Source: an optimization exercise on an open RTL-to-GDS flow (aim: small area and a short achievable clock period). Production flows keep margins and buffers that such runs may drop. The RTL of this run was laid out without a check of its function. Power and IR drop assume default switching activity.

`config.mk`:
```
export PLATFORM = sky130hd
export DESIGN_NAME = cim_mac_tree
export DESIGN_NICKNAME = cim_mac_tree
export VERILOG_FILES = /design/flow/design.v
export SDC_FILE = /design/flow/constraint.sdc
export NUM_CORES = 4
export LEC_CHECK = 0
export CAP_MARGIN = 20
export CORE_MARGIN = 2
export CORE_UTILIZATION = 60
export CTS_BUF_LIST = sky130_fd_sc_hd__clkbuf_4 sky130_fd_sc_hd__clkbuf_8
export SETUP_SLACK_MARGIN = 4.5
export SLEW_MARGIN = 20
export SYNTH_HIERARCHICAL = 1
```
`constraint.sdc`:
```
create_clock -name core_clock -period 8.0 [get_ports {clk}]
set_input_delay 1.6000 -clock core_clock [delete_from_list [all_inputs] [get_ports {clk}]]
set_output_delay 1.6000 -clock core_clock [all_outputs]
set_load 0.01 [all_outputs]
```
`design.v`:
```
module adder_1bit ( 
    input  a,
    input  b,
    input  cin,
    output sum,
    output cout
);
    assign sum  = a ^ b ^ cin;
    assign cout = (a & b) | (b & cin) | (a & cin);
endmodule
module cim_mac_tree (
    input         clk,
    input         rst_n,
    input         mac_en,
    input  [7:0]  col_mux,
    input  [15:0] data_in,
    input  [7:0]  bank0,  bank1,  bank2,  bank3,
                  bank4,  bank5,  bank6,  bank7,
                  bank8,  bank9,  bank10, bank11,
                  bank12, bank13, bank14, bank15,
    output [11:0] sum
);
    wire [15:0] en  = data_in & {16{mac_en}};
    wire [7:0]  col = col_mux & {8{~mac_en}};
    wire g0_0 = ((bank0[0] & en[0]) | (|(bank0 & col)));
    wire g0_1 = (bank0[1] & en[0]);
    wire g0_2 = (bank0[2] & en[0]);
    wire g0_3 = (bank0[3] & en[0]);
    wire g0_4 = (bank0[4] & en[0]);
    wire g0_5 = (bank0[5] & en[0]);
    wire g0_6 = (bank0[6] & en[0]);
    wire g0_7 = (bank0[7] & en[0]);
    wire g1_0 = ((bank1[0] & en[1]) | (|(bank1 & col)));
    wire g1_1 = (bank1[1] & en[1]);
    wire g1_2 = (bank1[2] & en[1]);
    wire g1_3 = (bank1[3] & en[1]);
    wire g1_4 = (bank1[4] & en[1]);
    wire g1_5 = (bank1[5] & en[1]);
    wire g1_6 = (bank1[6] & en[1]);
    wire g1_7 = (bank1[7] & en[1]);
    wire g2_0 = ((bank2[0] & en[2]) | (|(bank2 & col)));
    wire g2_1 = (bank2[1] & en[2]);
    wire g2_2 = (bank2[2] & en[2]);
    wire g2_3 = (bank2[3] & en[2]);
    wire g2_4 = (bank2[4] & en[2]);
    wire g2_5 = (bank2[5] & en[2]);
    wire g2_6 = (bank2[6] & en[2]);
    wire g2_7 = (bank2[7] & en[2]);
    wire g3_0 = ((bank3[0] & en[3]) | (|(bank3 & col)));
    wire g3_1 = (bank3[1] & en[3]);
    wire g3_2 = (bank3[2] & en[3]);
    wire g3_3 = (bank3[3] & en[3]);
    wire g3_4 = (bank3[4] & en[3]);
    wire g3_5 = (bank3[5] & en[3]);
    wire g3_6 = (bank3[6] & en[3]);
    wire g3_7 = (bank3[7] & en[3]);
    wire g4_0 = ((bank4[0] & en[4]) | (|(bank4 & col)));
    wire g4_1 = (bank4[1] & en[4]);
    wire g4_2 = (bank4[2] & en[4]);
    wire g4_3 = (bank4[3] & en[4]);
    wire g4_4 = (bank4[4] & en[4]);
    wire g4_5 = (bank4[5] & en[4]);
    wire g4_6 = (bank4[6] & en[4]);
    wire g4_7 = (bank4[7] & en[4]);
    wire g5_0 = ((bank5[0] & en[5]) | (|(bank5 & col)));
    wire g5_1 = (bank5[1] & en[5]);
    wire g5_2 = (bank5[2] & en[5]);
    wire g5_3 = (bank5[3] & en[5]);
    wire g5_4 = (bank5[4] & en[5]);
    wire g5_5 = (bank5[5] & en[5]);
    wire g5_6 = (bank5[6] & en[5]);
    wire g5_7 = (bank5[7] & en[5]);
    wire g6_0 = ((bank6[0] & en[6]) | (|(bank6 & col)));
    wire g6_1 = (bank6[1] & en[6]);
    wire g6_2 = (bank6[2] & en[6]);
    wire g6_3 = (bank6[3] & en[6]);
    wire g6_4 = (bank6[4] & en[6]);
    wire g6_5 = (bank6[5] & en[6]);
    wire g6_6 = (bank6[6] & en[6]);
    wire g6_7 = (bank6[7] & en[6]);
    wire g7_0 = ((bank7[0] & en[7]) | (|(bank7 & col)));
    wire g7_1 = (bank7[1] & en[7]);
    wire g7_2 = (bank7[2] & en[7]);
    wire g7_3 = (bank7[3] & en[7]);
    wire g7_4 = (bank7[4] & en[7]);
    wire g7_5 = (bank7[5] & en[7]);
    wire g7_6 = (bank7[6] & en[7]);
    wire g7_7 = (bank7[7] & en[7]);
    wire g8_0 = ((bank8[0] & en[8]) | (|(bank8 & col)));
    wire g8_1 = (bank8[1] & en[8]);
    wire g8_2 = (bank8[2] & en[8]);
    wire g8_3 = (bank8[3] & en[8]);
    wire g8_4 = (bank8[4] & en[8]);
    wire g8_5 = (bank8[5] & en[8]);
    wire g8_6 = (bank8[6] & en[8]);
    wire g8_7 = (bank8[7] & en[8]);
    wire g9_0 = ((bank9[0] & en[9]) | (|(bank9 & col)));
    wire g9_1 = (bank9[1] & en[9]);
    wire g9_2 = (bank9[2] & en[9]);
    wire g9_3 = (bank9[3] & en[9]);
    wire g9_4 = (bank9[4] & en[9]);
    wire g9_5 = (bank9[5] & en[9]);
    wire g9_6 = (bank9[6] & en[9]);
    wire g9_7 = (bank9[7] & en[9]);
    wire g10_0 = ((bank10[0] & en[10]) | (|(bank10 & col)));
    wire g10_1 = (bank10[1] & en[10]);
    wire g10_2 = (bank10[2] & en[10]);
    wire g10_3 = (bank10[3] & en[10]);
    wire g10_4 = (bank10[4] & en[10]);
    wire g10_5 = (bank10[5] & en[10]);
    wire g10_6 = (bank10[6] & en[10]);
    wire g10_7 = (bank10[7] & en[10]);
    wire g11_0 = ((bank11[0] & en[11]) | (|(bank11 & col)));
    wire g11_1 = (bank11[1] & en[11]);
    wire g11_2 = (bank11[2] & en[11]);
    wire g11_3 = (bank11[3] & en[11]);
    wire g11_4 = (bank11[4] & en[11]);
    wire g11_5 = (bank11[5] & en[11]);
    wire g11_6 = (bank11[6] & en[11]);
    wire g11_7 = (bank11[7] & en[11]);
    wire g12_0 = ((bank12[0] & en[12]) | (|(bank12 & col)));
    wire g12_1 = (bank12[1] & en[12]);
    wire g12_2 = (bank12[2] & en[12]);
    wire g12_3 = (bank12[3] & en[12]);
    wire g12_4 = (bank12[4] & en[12]);
    wire g12_5 = (bank12[5] & en[12]);
    wire g12_6 = (bank12[6] & en[12]);
    wire g12_7 = (bank12[7] & en[12]);
    wire g13_0 = ((bank13[0] & en[13]) | (|(bank13 & col)));
    wire g13_1 = (bank13[1] & en[13]);
    wire g13_2 = (bank13[2] & en[13]);
    wire g13_3 = (bank13[3] & en[13]);
    wire g13_4 = (bank13[4] & en[13]);
    wire g13_5 = (bank13[5] & en[13]);
    wire g13_6 = (bank13[6] & en[13]);
    wire g13_7 = (bank13[7] & en[13]);
    wire g14_0 = ((bank14[0] & en[14]) | (|(bank14 & col)));
    wire g14_1 = (bank14[1] & en[14]);
    wire g14_2 = (bank14[2] & en[14]);
    wire g14_3 = (bank14[3] & en[14]);
    wire g14_4 = (bank14[4] & en[14]);
    wire g14_5 = (bank14[5] & en[14]);
    wire g14_6 = (bank14[6] & en[14]);
    wire g14_7 = (bank14[7] & en[14]);
    wire g15_0 = ((bank15[0] & en[15]) | (|(bank15 & col)));
    wire g15_1 = (bank15[1] & en[15]);
    wire g15_2 = (bank15[2] & en[15]);
    wire g15_3 = (bank15[3] & en[15]);
    wire g15_4 = (bank15[4] & en[15]);
    wire g15_5 = (bank15[5] & en[15]);
    wire g15_6 = (bank15[6] & en[15]);
    wire g15_7 = (bank15[7] & en[15]);
    wire s1, c2;
    wire s3, c4;
    wire s5, c6;
    wire s7, c8;
    wire s9, c10;
    wire s11, c12;
    wire s13, c14;
    wire s15, c16;
    wire s17, c18;
    wire s19, c20;
    wire s21, c22;
    wire s23, c24;
    wire s25, c26;
    wire s27, c28;
    wire s29, c30;
    wire s31, c32;
    wire s33, c34;
    wire s35, c36;
    wire s37, c38;
    wire s39, c40;
    wire s41, c42;
    wire s43, c44;
    wire s45, c46;
    wire s47, c48;
    wire s49, c50;
    wire s51, c52;
    wire s53, c54;
    wire s55, c56;
    wire s57, c58;
    wire s59, c60;
    wire s61, c62;
    wire s63, c64;
    wire s65, c66;
    wire s67, c68;
    wire s69, c70;
    wire s71, c72;
    wire s73, c74;
    wire s75, c76;
    wire s77, c78;
    wire s79, c80;
    wire s81, c82;
    wire s83, c84;
    wire s85, c86;
    wire s87, c88;
    wire s89, c90;
    wire s91, c92;
    wire s93, c94;
    wire s95, c96;
    wire s97, c98;
    wire s99, c100;
    wire s101, c102;
    wire s103, c104;
    wire s105, c106;
    wire s107, c108;
    wire s109, c110;
    wire s111, c112;
    wire s113, c114;
    wire s115, c116;
    wire s117, c118;
    wire s119, c120;
    wire s121, c122;
    wire s123, c124;
    wire s125, c126;
    wire s127, c128;
    wire s129, c130;
    wire s131, c132;
    wire s133, c134;
    wire s135, c136;
    wire s137, c138;
    wire s139, c140;
    wire s141, c142;
    wire s143, c144;
    wire s145, c146;
    wire s147, c148;
    wire s149, c150;
    wire s151, c152;
    wire s153, c154;
    wire s155, c156;
    wire s157, c158;
    wire s159, c160;
    wire s161, c162;
    wire s163, c164;
    wire s165, c166;
    wire s167, c168;
    wire s169, c170;
    wire s171, c172;
    wire s173, c174;
    wire s175, c176;
    wire s177, c178;
    wire s179, c180;
    wire s181, c182;
    wire s183, c184;
    wire s185, c186;
    wire s187, c188;
    wire s189, c190;
    wire s191, c192;
    wire s193, c194;
    wire s195, c196;
    wire s197, c198;
    wire s199, c200;
    wire s201, c202;
    wire s203, c204;
    wire s205, c206;
    wire s207, c208;
    wire s209, c210;
    wire s211, c212;
    wire s213, c214;
    wire s215, c216;
    wire s217, c218;
    adder_1bit u_s1 (.a(g0_0), .b(g1_0), .cin(g2_0), .sum(s1), .cout(c2));
    adder_1bit u_s3 (.a(g3_0), .b(g4_0), .cin(g5_0), .sum(s3), .cout(c4));
    adder_1bit u_s5 (.a(g6_0), .b(g7_0), .cin(g8_0), .sum(s5), .cout(c6));
    adder_1bit u_s7 (.a(g9_0), .b(g10_0), .cin(g11_0), .sum(s7), .cout(c8));
    adder_1bit u_s9 (.a(g12_0), .b(g13_0), .cin(g14_0), .sum(s9), .cout(c10));
    adder_1bit u_s11 (.a(g15_0), .b(s1), .cin(s3), .sum(s11), .cout(c12));
    adder_1bit u_s13 (.a(s5), .b(s7), .cin(s9), .sum(s13), .cout(c14));
    adder_1bit u_s15 (.a(g0_1), .b(g1_1), .cin(g2_1), .sum(s15), .cout(c16));
    adder_1bit u_s17 (.a(g3_1), .b(g4_1), .cin(g5_1), .sum(s17), .cout(c18));
    adder_1bit u_s19 (.a(g6_1), .b(g7_1), .cin(g8_1), .sum(s19), .cout(c20));
    adder_1bit u_s21 (.a(g9_1), .b(g10_1), .cin(g11_1), .sum(s21), .cout(c22));
    adder_1bit u_s23 (.a(g12_1), .b(g13_1), .cin(g14_1), .sum(s23), .cout(c24));
    adder_1bit u_s25 (.a(g15_1), .b(s15), .cin(s17), .sum(s25), .cout(c26));
    adder_1bit u_s27 (.a(s19), .b(s21), .cin(s23), .sum(s27), .cout(c28));
    adder_1bit u_s29 (.a(s25), .b(s27), .cin(c2), .sum(s29), .cout(c30));
    adder_1bit u_s31 (.a(c4), .b(c6), .cin(c8), .sum(s31), .cout(c32));
    adder_1bit u_s33 (.a(g0_2), .b(g1_2), .cin(g2_2), .sum(s33), .cout(c34));
    adder_1bit u_s35 (.a(g3_2), .b(g4_2), .cin(g5_2), .sum(s35), .cout(c36));
    adder_1bit u_s37 (.a(g6_2), .b(g7_2), .cin(g8_2), .sum(s37), .cout(c38));
    adder_1bit u_s39 (.a(g9_2), .b(g10_2), .cin(g11_2), .sum(s39), .cout(c40));
    adder_1bit u_s41 (.a(g12_2), .b(g13_2), .cin(g14_2), .sum(s41), .cout(c42));
    adder_1bit u_s43 (.a(g15_2), .b(c16), .cin(c18), .sum(s43), .cout(c44));
    adder_1bit u_s45 (.a(c20), .b(c22), .cin(c24), .sum(s45), .cout(c46));
    adder_1bit u_s47 (.a(s33), .b(s35), .cin(s37), .sum(s47), .cout(c48));
    adder_1bit u_s49 (.a(s39), .b(s41), .cin(c26), .sum(s49), .cout(c50));
    adder_1bit u_s51 (.a(c28), .b(s43), .cin(s45), .sum(s51), .cout(c52));
    adder_1bit u_s53 (.a(g0_3), .b(g1_3), .cin(g2_3), .sum(s53), .cout(c54));
    adder_1bit u_s55 (.a(g3_3), .b(g4_3), .cin(g5_3), .sum(s55), .cout(c56));
    adder_1bit u_s57 (.a(g6_3), .b(g7_3), .cin(g8_3), .sum(s57), .cout(c58));
    adder_1bit u_s59 (.a(g9_3), .b(g10_3), .cin(g11_3), .sum(s59), .cout(c60));
    adder_1bit u_s61 (.a(g12_3), .b(g13_3), .cin(g14_3), .sum(s61), .cout(c62));
    adder_1bit u_s63 (.a(g15_3), .b(c34), .cin(c36), .sum(s63), .cout(c64));
    adder_1bit u_s65 (.a(c38), .b(c40), .cin(c42), .sum(s65), .cout(c66));
    adder_1bit u_s67 (.a(s53), .b(s55), .cin(s57), .sum(s67), .cout(c68));
    adder_1bit u_s69 (.a(s59), .b(s61), .cin(c44), .sum(s69), .cout(c70));
    adder_1bit u_s71 (.a(c46), .b(c48), .cin(s63), .sum(s71), .cout(c72));
    adder_1bit u_s73 (.a(g0_4), .b(g1_4), .cin(g2_4), .sum(s73), .cout(c74));
    adder_1bit u_s75 (.a(g3_4), .b(g4_4), .cin(g5_4), .sum(s75), .cout(c76));
    adder_1bit u_s77 (.a(g6_4), .b(g7_4), .cin(g8_4), .sum(s77), .cout(c78));
    adder_1bit u_s79 (.a(g9_4), .b(g10_4), .cin(g11_4), .sum(s79), .cout(c80));
    adder_1bit u_s81 (.a(g12_4), .b(g13_4), .cin(g14_4), .sum(s81), .cout(c82));
    adder_1bit u_s83 (.a(g15_4), .b(c54), .cin(c56), .sum(s83), .cout(c84));
    adder_1bit u_s85 (.a(c58), .b(c60), .cin(c62), .sum(s85), .cout(c86));
    adder_1bit u_s87 (.a(s73), .b(s75), .cin(s77), .sum(s87), .cout(c88));
    adder_1bit u_s89 (.a(s79), .b(s81), .cin(c64), .sum(s89), .cout(c90));
    adder_1bit u_s91 (.a(c66), .b(c68), .cin(s83), .sum(s91), .cout(c92));
    adder_1bit u_s93 (.a(g0_5), .b(g1_5), .cin(g2_5), .sum(s93), .cout(c94));
    adder_1bit u_s95 (.a(g3_5), .b(g4_5), .cin(g5_5), .sum(s95), .cout(c96));
    adder_1bit u_s97 (.a(g6_5), .b(g7_5), .cin(g8_5), .sum(s97), .cout(c98));
    adder_1bit u_s99 (.a(g9_5), .b(g10_5), .cin(g11_5), .sum(s99), .cout(c100));
    adder_1bit u_s101 (.a(g12_5), .b(g13_5), .cin(g14_5), .sum(s101), .cout(c102));
    adder_1bit u_s103 (.a(g15_5), .b(c74), .cin(c76), .sum(s103), .cout(c104));
    adder_1bit u_s105 (.a(c78), .b(c80), .cin(c82), .sum(s105), .cout(c106));
    adder_1bit u_s107 (.a(s93), .b(s95), .cin(s97), .sum(s107), .cout(c108));
    adder_1bit u_s109 (.a(s99), .b(s101), .cin(c84), .sum(s109), .cout(c110));
    adder_1bit u_s111 (.a(c86), .b(c88), .cin(s103), .sum(s111), .cout(c112));
    adder_1bit u_s113 (.a(g0_6), .b(g1_6), .cin(g2_6), .sum(s113), .cout(c114));
    adder_1bit u_s115 (.a(g3_6), .b(g4_6), .cin(g5_6), .sum(s115), .cout(c116));
    adder_1bit u_s117 (.a(g6_6), .b(g7_6), .cin(g8_6), .sum(s117), .cout(c118));
    adder_1bit u_s119 (.a(g9_6), .b(g10_6), .cin(g11_6), .sum(s119), .cout(c120));
    adder_1bit u_s121 (.a(g12_6), .b(g13_6), .cin(g14_6), .sum(s121), .cout(c122));
    adder_1bit u_s123 (.a(g15_6), .b(c94), .cin(c96), .sum(s123), .cout(c124));
    adder_1bit u_s125 (.a(c98), .b(c100), .cin(c102), .sum(s125), .cout(c126));
    adder_1bit u_s127 (.a(s113), .b(s115), .cin(s117), .sum(s127), .cout(c128));
    adder_1bit u_s129 (.a(s119), .b(s121), .cin(c104), .sum(s129), .cout(c130));
    adder_1bit u_s131 (.a(c106), .b(c108), .cin(s123), .sum(s131), .cout(c132));
    adder_1bit u_s133 (.a(g0_7), .b(g1_7), .cin(g2_7), .sum(s133), .cout(c134));
    adder_1bit u_s135 (.a(g3_7), .b(g4_7), .cin(g5_7), .sum(s135), .cout(c136));
    adder_1bit u_s137 (.a(g6_7), .b(g7_7), .cin(g8_7), .sum(s137), .cout(c138));
    adder_1bit u_s139 (.a(g9_7), .b(g10_7), .cin(g11_7), .sum(s139), .cout(c140));
    adder_1bit u_s141 (.a(g12_7), .b(g13_7), .cin(g14_7), .sum(s141), .cout(c142));
    adder_1bit u_s143 (.a(g15_7), .b(c114), .cin(c116), .sum(s143), .cout(c144));
    adder_1bit u_s145 (.a(c118), .b(c120), .cin(c122), .sum(s145), .cout(c146));
    adder_1bit u_s147 (.a(s133), .b(s135), .cin(s137), .sum(s147), .cout(c148));
    adder_1bit u_s149 (.a(s139), .b(s141), .cin(c124), .sum(s149), .cout(c150));
    adder_1bit u_s151 (.a(c126), .b(c128), .cin(s143), .sum(s151), .cout(c152));
    adder_1bit u_s153 (.a(c134), .b(c136), .cin(c138), .sum(s153), .cout(c154));
    adder_1bit u_s155 (.a(c140), .b(c142), .cin(c144), .sum(s155), .cout(c156));
    adder_1bit u_s157 (.a(c146), .b(c148), .cin(s153), .sum(s157), .cout(c158));
    reg  [48:0] r1;
    wire [48:0] d1 = {c158, c156, c154, s157, s155, c152, c150, s151, s149, c132, c130, s147, s145, s131, s129, c112, c110, s127, s125, s111, s109, c92, c90, s107, s105, s91, s89, c72, c70, s87, s85, s71, s69, c52, c50, s67, s65, c32, c30, s51, s49, s47, s31, s29, c14, c12, c10, s13, s11};
    adder_1bit u_s159 (.a(r1[2]), .b(r1[3]), .cin(r1[4]), .sum(s159), .cout(c160));
    adder_1bit u_s161 (.a(r1[5]), .b(r1[6]), .cin(s159), .sum(s161), .cout(c162));
    adder_1bit u_s163 (.a(r1[7]), .b(r1[8]), .cin(r1[9]), .sum(s163), .cout(c164));
    adder_1bit u_s165 (.a(r1[10]), .b(r1[11]), .cin(c160), .sum(s165), .cout(c166));
    adder_1bit u_s167 (.a(s163), .b(c162), .cin(s165), .sum(s167), .cout(c168));
    adder_1bit u_s169 (.a(r1[12]), .b(r1[13]), .cin(r1[14]), .sum(s169), .cout(c170));
    adder_1bit u_s171 (.a(r1[15]), .b(r1[16]), .cin(r1[17]), .sum(s171), .cout(c172));
    adder_1bit u_s173 (.a(c164), .b(s169), .cin(s171), .sum(s173), .cout(c174));
    adder_1bit u_s175 (.a(c166), .b(s173), .cin(c168), .sum(s175), .cout(c176));
    adder_1bit u_s177 (.a(r1[18]), .b(r1[19]), .cin(r1[20]), .sum(s177), .cout(c178));
    adder_1bit u_s179 (.a(r1[21]), .b(r1[22]), .cin(r1[23]), .sum(s179), .cout(c180));
    adder_1bit u_s181 (.a(c170), .b(c172), .cin(s177), .sum(s181), .cout(c182));
    adder_1bit u_s183 (.a(s179), .b(c174), .cin(s181), .sum(s183), .cout(c184));
    adder_1bit u_s185 (.a(r1[24]), .b(r1[25]), .cin(r1[26]), .sum(s185), .cout(c186));
    adder_1bit u_s187 (.a(r1[27]), .b(r1[28]), .cin(r1[29]), .sum(s187), .cout(c188));
    adder_1bit u_s189 (.a(c178), .b(c180), .cin(s185), .sum(s189), .cout(c190));
    adder_1bit u_s191 (.a(s187), .b(c182), .cin(s189), .sum(s191), .cout(c192));
    adder_1bit u_s193 (.a(r1[30]), .b(r1[31]), .cin(r1[32]), .sum(s193), .cout(c194));
    adder_1bit u_s195 (.a(r1[33]), .b(r1[34]), .cin(r1[35]), .sum(s195), .cout(c196));
    adder_1bit u_s197 (.a(c186), .b(c188), .cin(s193), .sum(s197), .cout(c198));
    adder_1bit u_s199 (.a(s195), .b(c190), .cin(s197), .sum(s199), .cout(c200));
    adder_1bit u_s201 (.a(r1[36]), .b(r1[37]), .cin(r1[38]), .sum(s201), .cout(c202));
    adder_1bit u_s203 (.a(r1[39]), .b(r1[40]), .cin(r1[41]), .sum(s203), .cout(c204));
    adder_1bit u_s205 (.a(c194), .b(c196), .cin(s201), .sum(s205), .cout(c206));
    adder_1bit u_s207 (.a(s203), .b(c198), .cin(s205), .sum(s207), .cout(c208));
    adder_1bit u_s209 (.a(r1[42]), .b(r1[43]), .cin(r1[44]), .sum(s209), .cout(c210));
    adder_1bit u_s211 (.a(r1[45]), .b(c202), .cin(c204), .sum(s211), .cout(c212));
    adder_1bit u_s213 (.a(s209), .b(c206), .cin(s211), .sum(s213), .cout(c214));
    adder_1bit u_s215 (.a(r1[46]), .b(r1[47]), .cin(r1[48]), .sum(s215), .cout(c216));
    adder_1bit u_s217 (.a(c210), .b(s215), .cin(c212), .sum(s217), .cout(c218));
    wire [11:0] rowA = {1'b0, c216, c214, c208, c200, c192, c184, s183, s175, s167, s161, r1[0]};
    wire [11:0] rowB = {1'b0, c218, s217, s213, s207, s199, s191, c176, 1'b0, 1'b0, 1'b0, r1[1]};
    wire [11:0] tot = rowA + rowB;
    reg  [11:0] s2;
    wire [11:0] s2sum = s2;
    reg first, valid;
    always @(posedge clk or negedge rst_n) begin
        if (!rst_n) begin
            first <= 1'b1;
            valid <= 1'b0;
        end else begin
            first <= 1'b0;
            valid <= ~first;
        end
    end
    always @(posedge clk) begin
        r1 <= d1;
        s2 <= tot;
    end
    assign sum = s2sum & {12{valid}};
endmodule
```
`flow/run.sh`:
```
#!/bin/bash
# The standard layout (the standard.sh, unchanged synthesis), with the
# port buffers made of the smallest buffer instead of the default choice.
set -o pipefail
export BUFFER_PORTS_ARGS="-buffer_cell sky130_fd_sc_hd__buf_1"
bash standard.sh finish > standard_flow.log 2>&1
```
`standard.sh`:
```
#!/bin/bash
# synth_recipe.tcl (not shown) runs the flow's synth.tcl, then flattens the netlist and writes it again
# the make line also repeats each setting of config.mk as NAME=value (left out here)
make -C /OpenROAD-flow-scripts/flow DESIGN_CONFIG=/design/flow/config.mk WORK_HOME=/design/flow/orfs CLKGATE_MAP_FILE= SYNTH_SCRIPT=/design/flow/synth_recipe.tcl "${@:-finish}"
```
==> summary.txt <==
-- power breakdown --
group	leakage (nW)	internal [mW]	switching [mW]
clock	0.112	0.192	0.120
combinational	2.39	0.508	0.646
sequential	0.530	0.413	0.0391
total	3.03	1.11	0.805
-- registers in the layout, indices dropped and copies added (netlist names) --
signal	flops
valid	1
first	1
r1	49
s2	12
-- logic make-up (layout without fill, tap and decap cells) --
logic type               Yosys count  in the layout
other                              1              1
multiplexers                       2              2
XOR/XNOR                           6              6
adder cells (fa/ha/maj)          118            118
AO/OA/AOI/OAI                    112            112
flip-flops                        63             63
AND/OR/NAND/NOR                  149            149
buffers and inverters             36            188
-- timing repair --
item | in CTS | in global routing
buffers inserted | 0 | 0
hold buffers | 0 | 0
endpoints found under the setup margin | 46 | 13
resized for setup | 38 | 10
gates cloned | 1 | 1
-- Yosys stat by module, one instance, submodules excluded --
module	cells inside	copies in the design	area, µm²	flops+latches
adder_1bit	1	109	20.0	0
cim_mac_tree	378	1	3410	63
-- cells in the final DEF (no fill, tap or decap), drive strengths merged, types with 3 or more instances in the layout --
cell	n
o21ai	3
ha	9
nand2	4
xnor2	4
a41oi	16
clkbuf	12
nand3	4
a31o	16
dfxtp	61
and2	13
nor2	7
inv	3
nand2b	3
buf	167
fa	109
a22oi	64
and3	112
a21oi	4
-- layout make-up --
cell class                 instances  share of cell area, %
clock buffer                      11                   2.28
clock inverter                     5                   1.21
inverter                           3                  0.170
multi-input combinational        388                   63.9
sequential                        63                   19.2
tap                              111                   2.09
timing repair buffer             169                   11.2
-- stage by stage --
step	setup WS [ns]	cell area, µm²	hold slack (ns)	instances
after floorplan	4.32	5720	0.405	487
after global placement	3.33	6270	0.412	732
after detailed placement	3.25	6270	0.430	732
after CTS	4.50	6610	0.450	749
after global routing	4.41	6640	0.452	750
final	4.54	6640	0.445	750
-- worst paths after layout --
kind,start,endpoint,cells past startpoint
worst max-delay path,mac_en,r1[45],6
worst min-delay path,first,valid,1
worst max register to register,r1[2],s2[8],9
worst min register to register,first,valid,1
max in group asynchronous,rst_n,first,1
min in group asynchronous,rst_n,valid,1
-- critical path: stages --
cell and delay [ns]:
sky130_fd_sc_hd__buf_16 0.15, sky130_fd_sc_hd__bufbuf_16 0.32, sky130_fd_sc_hd__and3_1 0.17, sky130_fd_sc_hd__fa_1 0.41
sky130_fd_sc_hd__fa_1 0.57, sky130_fd_sc_hd__fa_1 0.45
-- layer usage --
| layer | vias up | share of wire [%] | track usage, % |
|---|---|---|---|
| li1 | 2097 | - | - |
| met1 | 2426 | 36 | 49.9 |
| met2 | 434 | 47 | 63.6 |
| met3 | 74 | 11 | 7.98 |
| met4 | 0 | 5.0 | 17.3 |
| met5 | - | 0 | 0 |
==> reports/results.md <==
Route
• overall routed net length: 18.9 mm
• Post-route DRC: 0
• via count: 5031
• number of vias per cell: 6.71
• Detailed Routing Iterations Pass 1: 7
• Routed Antenna Nets: 0
• average wire per standard cell: 25.3 µm
• drt first-iter violations: 464

STA
• sum of negative setup slack: 0 ns
• max-slew violation total from the final report: 0
• final hold violation count: 0
• worst clock skew: 0.0103 ns
• unrepaired setup endpoints after global routing: yes
• final clock period utilization by the worst path: 43.2%
• Final min period: 3.46 ns
• total of endpoints with negative setup slack in the final report: 0
• maximum operating frequency: 289 MHz

Power and ir drop
• total power of the final layout: 1.92 mW
• power per cell area: 289 mW/mm²
• Leakage Power: 3.03 nW
• worst vdd ir: 0.000193 V

Global routing
• wire length of the first global-routing pass: 28.3 mm
• maximum number of pins on one net before global-route repair: 75
• GRT overflow: 0
• global router's overall resource usage: 38.7%
• number of antenna violations at the first check in global routing: 0
• number of global-route vias before repair: 5233

Synth
• FF+latch count, synth: 63
• main combinational cell family by area after synthesis: adder cells
• XOR/XNOR share of the synthesized area: 0.940%
• list of most frequent post-synthesis cells: 112 x sky130_fd_sc_hd__and3_1, 109 x sky130_fd_sc_hd__fa_1, 64 x sky130_fd_sc_hd__a22oi_1, 61 x sky130_fd_sc_hd__dfxtp_1, 16 x sky130_fd_sc_hd__a41oi_1
• library cell occupying the most area in the post-synthesis netlist: sky130_fd_sc_hd__fa_1
• multiplexer area fraction after synthesis: 0.358%
• Avg Synthesized Cell Area: 11.5 µm²
• number of different library cells in the post-synthesis netlist: 39
• fraction of synthesis flops using an asynchronous set or reset pin: 3.17%
• Post-Synth Adder-Cell Area: 41.0%
• number of nets produced by synthesis: 760
• cell types with the largest area share after synthesis: sky130_fd_sc_hd__fa_1 39%, sky130_fd_sc_hd__dfxtp_1 22%, sky130_fd_sc_hd__and3_1 13%, sky130_fd_sc_hd__a22oi_1 8.6%, sky130_fd_sc_hd__a41oi_1 2.5%
• number of warning messages in the yosys log: 7
• most frequent cell after synthesis: sky130_fd_sc_hd__and3_1
• compound-gate portion of the synthesized area: 15.6%
• proportion of synthesized chip area in sequential cells: 22.8%
• post-synth top area share: 39.0%
• cell area after synthesis: 0.00559 mm²
• count of flip-flops with a built-in enable after synthesis: 0
• count of mapped cells out of synthesis: 487
• synthesized-area fraction occupied by and/or/nand/nor cells: 16.0%
• top flip-flop cell by instance count after synthesis: sky130_fd_sc_hd__dfxtp_1

Finish
• growth of design area from synthesis to finish: 18.7%
• Final Net Count: 907
• Diodes inserted: 0
• Multi-input gate area: 0.00424 mm²
• Filler cells: 671
• register area: 0.00127 mm²
• final core utilization: 72.5%
• share of cells above drive strength 1: 11.9%

Clock network
• total clock buffers created by CTS: 9
• H-tree levels: 3
• number of buffers on the longest clock path: 2
• Reg clk slew, reported paths: 0.08 ns
• number of clock sinks: 63
• insertion delay to the later sink of the worst-skew pair: 0.34 ns
• Clock Root Buffer: sky130_fd_sc_hd__clkbuf_8
• CTS tree: yes

Critical path
• slack of the worst reg-to-reg path: 4.72 ns
• capturing element type of the critical path: flip-flop
• Required @ worst endpoint: 8.21 ns
• CP max FO: 37
• crit path launch type: input pin
• critical path data arrival time: 3.67 ns
• category of the critical setup timing path: input pin to flip-flop

Worst hold path
• Hold WC Path Type: flip-flop to flip-flop

Floorplan
• Die Height: 101 µm
• Ports: 167
• x dimension of the die: 101 µm
• core region area: 0.00915 mm²
• # rows: 35
• Die Footprint: 0.0101 mm²
• effective utilization at floorplan: 61.1%

Place
• Placer Congestion: 1.02
• IO buf count: 166
• placed wire-length estimate after detailed placement: 15.2 mm

Flow run
• # Max-Cap Violations: 0

Run status
• run status: complete, no violations

[what the ideal ports hide]
Ports are ideal in the flow. The routed layout listed here was re-timed in OpenROAD. Step 1 sets driving cells, clkbuf_16 on the clock port and buf_2 on the other inputs (assumed; they add their load-dependent delay and slew). Step 2 times the ports against the registers' clock, not the clock port: input delays grow and output delays shrink by t, the midpoint of the rising clock arrivals with the driver on. Slacks: ideal / step 1 / step 2; pairs: ideal / step 1.
t (ns): 0.367
slack for setup (ns): 4.541 / 4.433 / 4.065
slew at the worst register clock pin (ns): 0.08 / 0.08
worst data-port slew with drivers (ns): 0.18
After both steps this run still meets setup and hold. For this run, drivers alone change the setup slack by -0.108 ns; drivers and shift together by -0.476 ns.
